What follows belongs to an exercise in optimizing a design on an open flow for small area and a short achievable clock period; a production flow would make more cautious choices.
Function was checked by simulation only, so behaviour that the tests miss may differ from the original.

==> flow/design.v, too long to show whole: its modules and the start of the top module <==
// module LDL_crc32_d8: 40 lines
// module LDL_crc32_dn: 27 lines
// module LDL_crc32_dn_check: 1315 lines
// module crc_lanes: 40 lines
// module crc_fn_q: 3 lines
// module crc_fn_p: 3 lines
// module crc_fn_d7: 3 lines
// module crc_fn_d15: 3 lines
// module crc_fn_or2: 3 lines
// module crc_fn_or3: 3 lines
// module crc_fn_nor2: 3 lines
// module crc_fn_nor3: 3 lines
// module crc_fn_a21o: 3 lines
// module crc_fn_a21oi: 3 lines
// module crc_fn_a31oi: 3 lines
// module crc_fn_a41oi: 3 lines
// module crc_fn_a211oi: 3 lines
// module crc_fn_inv: 3 lines
// module crc_fn_nand3: 3 lines
// module crc_fn_nand4: 3 lines
// module crc_fn_nor4: 3 lines
// module crc_fn_a22o: 3 lines
// module crc_fn_a2bb2o: 3 lines
// module crc_fn_take: 3 lines
// module crc_fn_ntake: 3 lines
// module crc_fn_hold: 3 lines
// module crc_nand2: 3 lines
// module crc_nor2: 3 lines
// module crc_xn2: 3 lines
// module crc_x2: 3 lines
module LDL_crc32_dn_check #(parameter NUM = 16)(
  input  [8*NUM -1:0]        data,  
  input  [$clog2(NUM) -1:0]  bnum,  
  input         valid,
  input         eof  ,
  output reg    err  ,
  input         rst_n,
  input         clk
);
  // ...
==> flow/flow/run.sh <==
#!/bin/bash
# Layout: the standard ORFS flow (standard.sh) with the standard synthesis, and these
# changes to how the rest of the layout is made:
#  - port buffers are sky130_fd_sc_hd__buf_1 cells (buffer_ports -buffer_cell) instead of
#    the delay-buffer cells buffer_ports picks by default;
#  - after synthesis, the delay cells (clkdlybuf4s*, dlygate*, dlymetal*) join the
#    platform's DONT_USE_CELLS, so placement and repair do not use them;
set -euo pipefail
bash standard.sh synth > make_synth.log 2>&1
export BUFFER_PORTS_ARGS="-buffer_cell sky130_fd_sc_hd__buf_1"
DU="sky130_fd_sc_hd__probe_p_8 sky130_fd_sc_hd__probec_p_8 sky130_fd_sc_hd__lpflow_bleeder_1 sky130_fd_sc_hd__lpflow_clkbufkapwr_1 sky130_fd_sc_hd__lpflow_clkbufkapwr_16 sky130_fd_sc_hd__lpflow_clkbufkapwr_2 sky130_fd_sc_hd__lpflow_clkbufkapwr_4 sky130_fd_sc_hd__lpflow_clkbufkapwr_8 sky130_fd_sc_hd__lpflow_clkinvkapwr_1 sky130_fd_sc_hd__lpflow_clkinvkapwr_16 sky130_fd_sc_hd__lpflow_clkinvkapwr_2 sky130_fd_sc_hd__lpflow_clkinvkapwr_4 sky130_fd_sc_hd__lpflow_clkinvkapwr_8 sky130_fd_sc_hd__lpflow_decapkapwr_12 sky130_fd_sc_hd__lpflow_decapkapwr_3 sky130_fd_sc_hd__lpflow_decapkapwr_4 sky130_fd_sc_hd__lpflow_decapkapwr_6 sky130_fd_sc_hd__lpflow_decapkapwr_8 sky130_fd_sc_hd__lpflow_inputiso0n_1 sky130_fd_sc_hd__lpflow_inputiso0p_1 sky130_fd_sc_hd__lpflow_inputiso1n_1 sky130_fd_sc_hd__lpflow_inputiso1p_1 sky130_fd_sc_hd__lpflow_inputisolatch_1 sky130_fd_sc_hd__lpflow_isobufsrc_1 sky130_fd_sc_hd__lpflow_isobufsrc_16 sky130_fd_sc_hd__lpflow_isobufsrc_2 sky130_fd_sc_hd__lpflow_isobufsrc_4 sky130_fd_sc_hd__lpflow_isobufsrc_8 sky130_fd_sc_hd__lpflow_isobufsrckapwr_16 sky130_fd_sc_hd__lpflow_lsbuf_lh_hl_isowell_tap_1 sky130_fd_sc_hd__lpflow_lsbuf_lh_hl_isowell_tap_2 sky130_fd_sc_hd__lpflow_lsbuf_lh_hl_isowell_tap_4 sky130_fd_sc_hd__lpflow_lsbuf_lh_isowell_4 sky130_fd_sc_hd__lpflow_lsbuf_lh_isowell_tap_1 sky130_fd_sc_hd__lpflow_lsbuf_lh_isowell_tap_2 sky130_fd_sc_hd__lpflow_lsbuf_lh_isowell_tap_4"
DU="$DU sky130_fd_sc_hd__clkdlybuf4s15_1 sky130_fd_sc_hd__clkdlybuf4s15_2 sky130_fd_sc_hd__clkdlybuf4s18_1 sky130_fd_sc_hd__clkdlybuf4s18_2 sky130_fd_sc_hd__clkdlybuf4s25_1 sky130_fd_sc_hd__clkdlybuf4s25_2 sky130_fd_sc_hd__clkdlybuf4s50_1 sky130_fd_sc_hd__clkdlybuf4s50_2 sky130_fd_sc_hd__dlygate4sd1_1 sky130_fd_sc_hd__dlygate4sd2_1 sky130_fd_sc_hd__dlygate4sd3_1 sky130_fd_sc_hd__dlymetal6s2s_1 sky130_fd_sc_hd__dlymetal6s4s_1 sky130_fd_sc_hd__dlymetal6s6s_1"
bash standard.sh "DONT_USE_CELLS=$DU" SETUP_SLACK_MARGIN=14 finish > make_finish.log 2>&1
==> flow/standard.sh <==
#!/bin/bash
# synth_recipe.tcl (not shown) runs the flow's synth.tcl, then flattens the netlist and writes it again
# the make line also repeats each setting of config.mk as NAME=value (left out here)
make -C /OpenROAD-flow-scripts/flow DESIGN_CONFIG=/design/flow/config.mk WORK_HOME=/design/flow/orfs CLKGATE_MAP_FILE= SYNTH_SCRIPT=/design/flow/synth_recipe.tcl "${@:-finish}"
==> flow/config.mk <==
export PLATFORM = sky130hd
export DESIGN_NAME = LDL_crc32_dn_check
export DESIGN_NICKNAME = LDL_crc32_dn_check
export VERILOG_FILES = /design/flow/design.v
export SDC_FILE = /design/flow/constraint.sdc
export NUM_CORES = 4
export LEC_CHECK = 0
export ABC_CLOCK_PERIOD_IN_PS = 1500
export CAP_MARGIN = 20
export CORE_MARGIN = 2
export CORE_UTILIZATION = 50
export CTS_BUF_LIST = sky130_fd_sc_hd__clkbuf_4 sky130_fd_sc_hd__clkbuf_8
export GPL_ROUTABILITY_DRIVEN = 0
export GPL_TIMING_DRIVEN = 0
export PLACE_DENSITY = 0.75
export SLEW_MARGIN = 20
export SYNTH_HIERARCHICAL = 1
export SYNTH_MINIMUM_KEEP_SIZE = 0
==> flow/constraint.sdc <==
create_clock -name core_clock -period 24.0 [get_ports {clk}]
set_input_delay 4.8000 -clock core_clock [delete_from_list [all_inputs] [get_ports {clk}]]
set_output_delay 4.8000 -clock core_clock [all_outputs]
set_load 0.01 [all_outputs]
==> impl_metrics.ini, run 1 <==
[placed_design]
placed_cell_area_sq_um = 10600

[sta]
rsz0062_at_grt = false
skew_ps = 8.97

[final_layout]
regArea_sq_um = 661
clock_buffers = 7
final_cells = 1541
nNonClkInverters = 16
area_growth_syn_to_layout_pct = 12.7
diodes = 0

[synth]
synth_edf_count = 0
yosys-top-cells-count = xor2_1, nor2_1, nand2_1, xnor2_1, dfxtp_1
synth_cell_types = 26
synth_fa_ha_area_share_pct = 0
ys.flop_type = dfxtp_1
async_flop_share_pct = 0

[floorplan]
num_rows = 50
die-area_sq_um = 20600

[routing]
via_per_inst = 5.83
avgRoutedWirePerCell_microns = 26.5
drc_errors = 0
wl_met1_mm = 14.5

[run_status]
status = complete, no violations

[clock_network]
clkTransAtPathRegs_ps = 70

[critical_path]
reg2reg_depth = 12

[grt]
grtUsageTotal_pct = 39.2
==> run 2: changes to the inputs <==
--- a/flow/config.mk
+++ b/flow/config.mk
@@ -12,5 +12,4 @@
 export CTS_BUF_LIST = sky130_fd_sc_hd__clkbuf_4 sky130_fd_sc_hd__clkbuf_8
 export GPL_ROUTABILITY_DRIVEN = 0
-export GPL_TIMING_DRIVEN = 0
 export PLACE_DENSITY = 0.75
 export SLEW_MARGIN = 20
==> impl_metrics.ini, run 2 <==
[final_layout]
area_growth_syn_to_layout_pct = 12.0
nFillCells = 1726
final_cells = 1548
multi_input_area_sq_um = 9160
largest_register = r
finalNetCount = 1424
drive_gt1_share_pct = 5.12
layout_common_cells = xor2_1, buf_1, nor2_1
final_area_sq_um = 10900
diodes = 0
fin_util_pct = 57.6
largestRegisters = r (32), err (1)
regArea_sq_um = 661
layout_commonest_cell = xor2_1
largest_reg_flops = 32

[sta]
setup_viol = 0
finalWorstSetupSlack_ps = 14100
rsz0062_at_grt = false
skew_ps = 6.38
hold_viol = 0
max_clock_freq_ghz = 0.101
tightest_slew_ps = 1110
final_max_slew_viol_count = 0
fin_crit_ps = 9900
holdWs_ps = 489
finalCritPeriodShare_pct = 41.3
relSlewSlack_pct = 26.0
setup_tns_ps = 0

[routing]
drt-initial-drc-count = 1318
avgRoutedWirePerCell_microns = 27.3
postRouteWirelength_mm = 42.2
drc_errors = 0
ant_nets = 0
vias = 9043
drt-pass1-iter-count = 8
via_per_inst = 5.84

[synth]
synth_top_cell_by_area = xor2_1
ys.flop_type = dfxtp_1
synth_most_common_cell = xor2_1
synth_edf_count = 0
synth_top_area_share_pct = 76.1
synth_cell_types = 26
ys_ff_latch = 33
netlist_instances = 1130
async_flop_share_pct = 0
yosys-top-cells-count = xor2_1, nor2_1, nand2_1, xnor2_1, dfxtp_1
yosys_warnings = 7
syn_area_per_cell_sq_um = 8.60
synth_area_leaders = xor2_1, dfxtp_1, xnor2_1
netlist_area_sq_um = 9710
ys_seq_area_share_pct = 6.80
syn-num-nets = 1266

[critical_path]
endpoint_kind = flop
crit_fanout = 13
arrival_ps = 10070
cp-start-kind = primary input
required_ps = 24170
critical_path_class = in2reg

[grt]
grt_antenna_before_repair = 0
grt_overflow = 0
met2_usage_pct = 56.1
grt_pass1_vias = 8804
grt_busiest_layer = met2
met3_usage_pct = 16.0
grtUsageTotal_pct = 40.2
grt_pass1_wl_mm = 58.2
gr-usage-met1_pct = 49.3
grt_start_max_net_pins = 18

[run_status]
status = complete, no violations

[placed_design]
port_buffers = 136
dpl.hpwl_mm = 35.9
dp_slack_ps = 13380
dp.cells = 1537
placed_cell_area_sq_um = 10600

[clock_network]
clkTransAtPathRegs_ps = 60
holdBufCountCts = 0
cts_made_buffers = 5
htreeDepth = 2
cts_sinks = 33
clockBufferDepth = 2
tritoncts = built
clk_latency_ps = 290
root_buffer = clkbuf_8

[floorplan]
num_rows = 50
core_sq_um = 18900
start_util_pct = 51.4
ios = 137
die-area_sq_um = 20600
die_w_microns = 143
die_h_microns = 143

[run]
max-cap-violations = 0

[min_path]
hold_class = reg2reg
run 2: Yosys stat by module (local to each module, per instance), excerpt:
module,flip-flops and latches,times used
LDL_crc32_dn_check,33,1
crc_fn_a211oi,0,1
crc_fn_a21oi,0,7
crc_fn_a22o,0,14
crc_fn_d7,0,1
crc_fn_hold,0,4
crc_fn_nand3,0,1
crc_fn_nor2,0,1
crc_fn_nor3,0,1
crc_fn_nor4,0,2
crc_fn_or2,0,2
crc_fn_p,0,1
crc_fn_q,0,1
crc_fn_take,0,4
run 2: area by class of cell:
type                            instances  share of cell area, %
Multi-Input combinational cell       1081                   84.2
Clock buffer                            7                  0.828
Sequential cell                        33                   6.08
Timing Repair Buffer                  151                   5.35
Inverter                               16                  0.552
Tap cell                              260                   2.99
run 2: critical path, stage by stage:
cell      delay, ps
buf_2           380
o311ai_4        290
nor3_2          200
clkbuf_2        340
nor2_1          110
xnor2_1         490
xor2_1          530
xor2_2          480
xor2_1          480
xor2_1          530
xor2_1          170
xor2_1          210
xnor2_1         440
nand4_1         160
nor4_2          350
a21oi_2          90
run 2: worst paths after layout:
kind	cells past startpoint	slack, ps	endpoint	from
max	16	14100	err	eof
min	1	490	r[6]	r[6]
max reg2reg	12	18880	err	r[7]
min reg2reg	1	490	r[6]	r[6]
run 2: repair_timing:
action,CTS,global route
buffers inserted,0,4
gates resized for setup,6,19
pin swaps,0,2
setup endpoints to repair,1,1
run 2: cell families after synthesis:
logic type / synth area share [%]
compound gates: 5.69
xor+xnor: 79.6
buf+inv: 0.618
flops: 6.80
simple gates: 7.27
run 2: routing by layer:
layer	routed length (microns)	up-vias
met1	15200	4079
met5	0	-
li1	-	3827
met2	16300	856
met3	6650	281
met4	4040	0
==> run 3: changes to the inputs <==
--- a/flow/config.mk
+++ b/flow/config.mk
@@ -10,5 +10,7 @@
 export CORE_MARGIN = 2
 export CORE_UTILIZATION = 50
-export CTS_BUF_LIST = sky130_fd_sc_hd__clkbuf_4 sky130_fd_sc_hd__clkbuf_8
+export CTS_BUF_LIST = sky130_fd_sc_hd__clkbuf_4
+export CTS_CLUSTER_DIAMETER = 150
+export CTS_CLUSTER_SIZE = 30
 export GPL_ROUTABILITY_DRIVEN = 0
 export PLACE_DENSITY = 0.75
==> impl_metrics.ini, run 3 <==
[sta]
finalCritPeriodShare_pct = 41.5
setup_tns_ps = 0
relSlewSlack_pct = 21.5
skew_ps = 7.47
tightest_slew_ps = 1170
final_max_slew_viol_count = 0
max_clock_freq_ghz = 0.100
rsz0062_at_grt = false
setup_viol = 0
finalWorstSetupSlack_ps = 14040
fin_crit_ps = 9960
hold_viol = 0

[synth]
muxShareOfSynthArea_pct = 0
synth_fa_ha_area_share_pct = 0
yosys.area_share.simple_pct = 7.27
synth_compound_area_share_pct = 5.69
syn_area_per_cell_sq_um = 8.60
yosys_warnings = 7
synth_most_common_cell = xor2_1
yosys-top-cells-count = xor2_1, nor2_1, nand2_1, xnor2_1, dfxtp_1
ys.flop_type = dfxtp_1
ys_seq_area_share_pct = 6.80
netlist_area_sq_um = 9710
synth_cell_types = 26
synth_top_family_by_area = XOR/XNOR gates
syn-num-nets = 1266
synth_top_cell_by_area = xor2_1
async_flop_share_pct = 0
synth_top_area_share_pct = 76.1
synth_xor_area_share_pct = 79.6
synth_edf_count = 0
ys_ff_latch = 33
netlist_instances = 1130
synth_area_leaders = xor2_1, dfxtp_1, xnor2_1

[clock_network]
clockBufferDepth = 2
clk_latency_ps = 350
holdBufCountCts = 0
cts_sinks = 33
clkTransAtPathRegs_ps = 90
root_buffer = clkbuf_4
htreeDepth = 2
cts_made_buffers = 5
tritoncts = built

[critical_path]
slowest_stage = nor2_1
critical_path_class = in2reg
rr_startpoint = r[7]
arrival_ps = 10200
cpMostUsedCell = xor2_1
required_ps = 24230
path_cells = buf_2 > o311ai_4 > nor2_1 > nor2_1 > xnor2_1 > buf_1 > xor2_1 > buf_1 > xor2_1 > xor2_1 > xor2_1 > xor2_1 > xor2_1 > xor2_1 > nand4_1 > nor4_2 > a21oi_2
max_stage_delay_ps = 560
path_buf_inv = 3
crit_family = XOR/XNOR gates
crit_path_start = eof
endpoint_kind = flop
crit_fanout = 13
cp-start-kind = primary input

[final_layout]
layout_common_cells = xor2_1, buf_1, nor2_1
layout_commonest_cell = xor2_1
diodes = 0
largest_reg_flops = 32
finalNetCount = 1423
largest_register = r
largestRegisters = r (32), err (1)
area_growth_syn_to_layout_pct = 11.2
nFillCells = 1739
drive_gt1_share_pct = 4.74
fin_util_pct = 57.2

[routing]
postRouteWirelength_mm = 42.2
ant_nets = 0
drt-pass1-iter-count = 6
avgRoutedWirePerCell_microns = 27.3
via_per_inst = 5.85
vias = 9048
drc_errors = 0
drt-initial-drc-count = 1412

[grt]
grt_overflow = 0
grt_antenna_before_repair = 0
grt_start_max_net_pins = 18
grtUsageTotal_pct = 40.2
grt_pass1_wl_mm = 58.2
grt_pass1_vias = 8789

[min_path]
hold_class = reg2reg
min_from = r[1]

[floorplan]
core_sq_um = 18900
ios = 137
die_w_microns = 143
num_rows = 50
die_h_microns = 143
die-area_sq_um = 20600
start_util_pct = 51.4

[placed_design]
dpl.hpwl_mm = 35.9
dp_slack_ps = 13380
port_buffers = 136

[run_status]
status = complete, no violations

[run]
max-cap-violations = 0
-- run 3: logic make-up after synthesis --
| family | after synthesis |
|---|---|
| xor gates and xnor gates | 883 |
| and+or+nand+nor | 150 |
| AOI/OAI and AO/OA | 48 |
| DFF | 33 |
| buffers and inverters | 16 |
-- run 3: metrics by stage --
stage / hold slack, ps / cells / cell area (sq um)
5_1_grt: 506 / 1547 / 10800
4_1_cts: 492 / 1544 / 10700
6_report: 495 / 1547 / 10800
3_5_place_dp: 476 / 1537 / 10600
3_3_place_gp: 474 / 1537 / 10600
2_1_floorplan: 460 / 1130 / 9710
-- run 3: final cells by class --
cell class	instances	area [sq um]	share of cell area, %
timing repair buffer	150	578	5.35
sequential	33	661	6.12
clock buffer	6	45.0	0.417
clock inverter	1	3.75	0.0348
inverter	16	60.1	0.556
tap	260	325	3.01
multi-input combinational	1081	9130	84.5
-- run 3: worst register-to-register path: stages (launching register included) --
cell and delay (ps):
dfxtp_1 380, xor2_1 840, xor2_1 800, xor2_1 600, xor2_1 430, xor2_1 480, xor2_1 230, xor2_1 190
xor2_1 200, xor2_1 300, nand4_1 170, nor4_2 370, a21oi_2 90
-- run 3: path summary, 6_finish.rpt --
check	endpoint	slack [ps]	cells after the start
worst min-delay path	r[1]	490	1
worst max-delay path	err	14040	17
worst min register to register	r[1]	490	1
worst max register to register	err	18810	12
-- run 3: routing by layer --
layer	vias to the layer above	global-route usage, %	wire length (microns)
met2	908	56.9	16500
met5	-	0	0
li1	3840	-	-
met4	0	29.4	3870
met3	278	14.2	6720
met1	4022	50.1	15100
-- run 3: repair_timing --
item	4_1_cts	5_1_grt
cloned	0	0
setup endpoints to repair	1	1
resized for setup	4	17
setup buffers	0	3
pin swaps	0	1
-- run 3: Yosys stat by module, one instance, submodules excluded, excerpt --
module	flops+latches	cells
crc_fn_hold	0	1
crc_x2	0	1
crc_fn_a22o	0	1
crc_xn2	0	1
crc_fn_inv	0	1
crc_nor2	0	1
crc_nand2	0	1
==> run 4: changes to the inputs <==
--- a/flow/config.mk
+++ b/flow/config.mk
@@ -14,5 +14,5 @@
 export CTS_CLUSTER_SIZE = 30
 export GPL_ROUTABILITY_DRIVEN = 0
-export PLACE_DENSITY = 0.75
+export PLACE_DENSITY = 0.65
 export SLEW_MARGIN = 20
 export SYNTH_HIERARCHICAL = 1
==> impl_metrics.ini, run 4 <==
[synth]
ys_ff_latch = 33
netlist_instances = 1130
synth_top_cell_by_area = xor2_1
synth_area_leaders = xor2_1, dfxtp_1, xnor2_1
synth_cell_types = 26
syn-num-nets = 1266
synth_edf_count = 0
ys_seq_area_share_pct = 6.80
yosys_warnings = 7
netlist_area_sq_um = 9710
synth_top_area_share_pct = 76.1
async_flop_share_pct = 0
yosys-top-cells-count = xor2_1, nor2_1, nand2_1, xnor2_1, dfxtp_1
ys.flop_type = dfxtp_1
synth_most_common_cell = xor2_1
syn_area_per_cell_sq_um = 8.60

[grt]
grt_pass1_vias = 8706
grt_antenna_before_repair = 0
grtUsageTotal_pct = 41.6
grt_pass1_wl_mm = 60.1
grt_overflow = 0
grt_start_max_net_pins = 18

[routing]
via_per_inst = 5.80
drc_errors = 0
drt-pass1-iter-count = 6
ant_nets = 0
avgRoutedWirePerCell_microns = 28.1
drt-initial-drc-count = 1239
vias = 8953
postRouteWirelength_mm = 43.3

[final_layout]
layout_commonest_cell = xor2_1
layout_common_cells = xor2_1, buf_1, nor2_1
largest_reg_flops = 32
finalNetCount = 1419
largest_register = r
multi_input_area_sq_um = 9110
drive_gt1_share_pct = 4.60
diodes = 0
nFillCells = 1895
regArea_sq_um = 661
largestRegisters = r (32), err (1)
area_growth_syn_to_layout_pct = 11.1

[placed_design]
dpl.hpwl_mm = 37.4
port_buffers = 136
dp_slack_ps = 13380

[min_path]
hold_class = reg2reg
min_from = r[6]

[sta]
tightest_slew_ps = 1080
setup_viol = 0
finalWorstSetupSlack_ps = 14050
rsz0062_at_grt = false
hold_viol = 0
fin_crit_ps = 9950
relSlewSlack_pct = 27.6
setup_tns_ps = 0
max_clock_freq_ghz = 0.101
skew_ps = 17.5
finalCritPeriodShare_pct = 41.4
holdWs_ps = 489
final_max_slew_viol_count = 0

[floorplan]
die_w_microns = 143
ios = 137
core_sq_um = 18900
start_util_pct = 51.4
num_rows = 50
die-area_sq_um = 20600
die_h_microns = 143

[critical_path]
crit_fanout = 10
cp-start-kind = primary input
arrival_ps = 10170
endpoint_kind = flop
rr_startpoint = r[7]
required_ps = 24220
crit_path_start = bnum[0]
critical_path_class = in2reg

[run_status]
status = complete, no violations

[clock_network]
cts_made_buffers = 5
tritoncts = built
clk_latency_ps = 340
clkTransAtPathRegs_ps = 90
holdBufCountCts = 0
htreeDepth = 2
root_buffer = clkbuf_4
clockBufferDepth = 2
cts_sinks = 33

[run]
max-cap-violations = 0
-- run 4: what timing repair did --
item / in CTS / in global routing
endpoints found under the setup margin: 1 / 1
resized for setup: 7 / 12
buffers inserted: 0 / 0
-- run 4: cell type report --
type,instances,area share [%]
inverters,16,0.556
flip-flops and latches,33,6.12
clock inverters,3,0.383
multi-input cells,1081,84.4
repair buffers,146,5.14
well taps,260,3.01
clock buffers,5,0.348
-- run 4: critical path, cell delays in order --
cell	delay, ps
buf_1	290
o311ai_4	650
a211oi_4	160
inv_1	210
nand2_1	100
xnor2_1	690
xor2_2	450
xor2_1	540
xor2_1	550
xor2_1	300
xor2_1	420
xor2_1	210
xor2_1	220
nand4_1	150
nor4_2	300
a21oi_2	90
-- run 4: logic make-up after synthesis --
logic type	Yosys count	share of synthesized area, %
and+or+nand+nor	150	7.27
DFF	33	6.80
xor gates and xnor gates	883	79.6
AOI/OAI and AO/OA	48	5.69
buffers and inverters	16	0.618
-- run 4: metrics by stage --
stage,utilization [%],area (sq um),cells
finish,57.1,10800,1544
floorplan,-,9710,1130
detailed placement,56.1,10600,1536
global placement,56.0,10600,1536
CTS,56.7,10700,1544
global route,57.1,10800,1544
-- run 4: path summary, 6_finish.rpt --
| path | end | slack (ps) | cells after the start |
|---|---|---|---|
| worst max-delay path | err | 14050 | 16 |
| worst min-delay path | r[6] | 490 | 1 |
| worst max register to register | err | 19120 | 13 |
| worst min register to register | r[6] | 490 | 1 |
-- run 4: Yosys stat by module (local to each module, per instance), excerpt --
module              copies in the design  cell area (sq um)  cells
LDL_crc32_dn_check                     1                941     65
crc_fn_a21o                            1               7.51      1
crc_fn_a21oi                           7               8.76      1
crc_fn_a2bb2o                         18               15.0      1
crc_fn_a41oi                           1               16.3      1
crc_fn_d15                             1               11.3      1
crc_fn_q                               1               16.3      1
crc_xn2                               15               8.76      1
-- run 4: per-layer routing --
metal / wire, microns / part of all wire [%] / GRT usage, %
met5: 0 / 0 / 0
met4: 4250 / 9.8 / 29.5
met3: 6060 / 14 / 12.2
met2: 16500 / 38 / 58.7
met1: 16500 / 38 / 53.7

-- separate check: timing with driven ports --
In the flow no input, the clock included, has a driving cell. The finished layouts below were timed again as built, in two steps.
Step 1, drivers: a clkbuf_16 drives clk and a buf_2 each remaining input, both assumed.
Step 2 adds t to the input delays and takes it off the output delays; t is the mean of the earliest and latest rising clock arrival at the registers after step 1. Input paths then give back, and output paths get back, about the clock's delay inside the block.
Three values: ideal, step 1, step 2; two values: the first two.
run | t (ns) | slack for setup (ns) | latest minus earliest clock arrival (ns) | slew at the worst register clock pin (ns) | cell pins on the clock port's net
run 1 | 0.321 | 14.049 / 14.060 / 13.740 | 0.009 / 0.009 | 0.07 / 0.07 | 1
run 2 | 0.310 | 14.097 / 14.101 / 13.791 | 0.007 / 0.007 | 0.06 / 0.06 | 1
run 3 | 0.368 | 14.038 / 14.041 / 13.673 | 0.007 / 0.008 | 0.09 / 0.09 | 1
run 4 | 0.360 | 14.052 / 14.056 / 13.696 | 0.017 / 0.018 | 0.11 / 0.11 | 1
After both steps setup and hold are still met in every run listed. The setup slack of run 3, which loses most, moves by +0.003 ns with the drivers and by -0.365 ns with both steps.
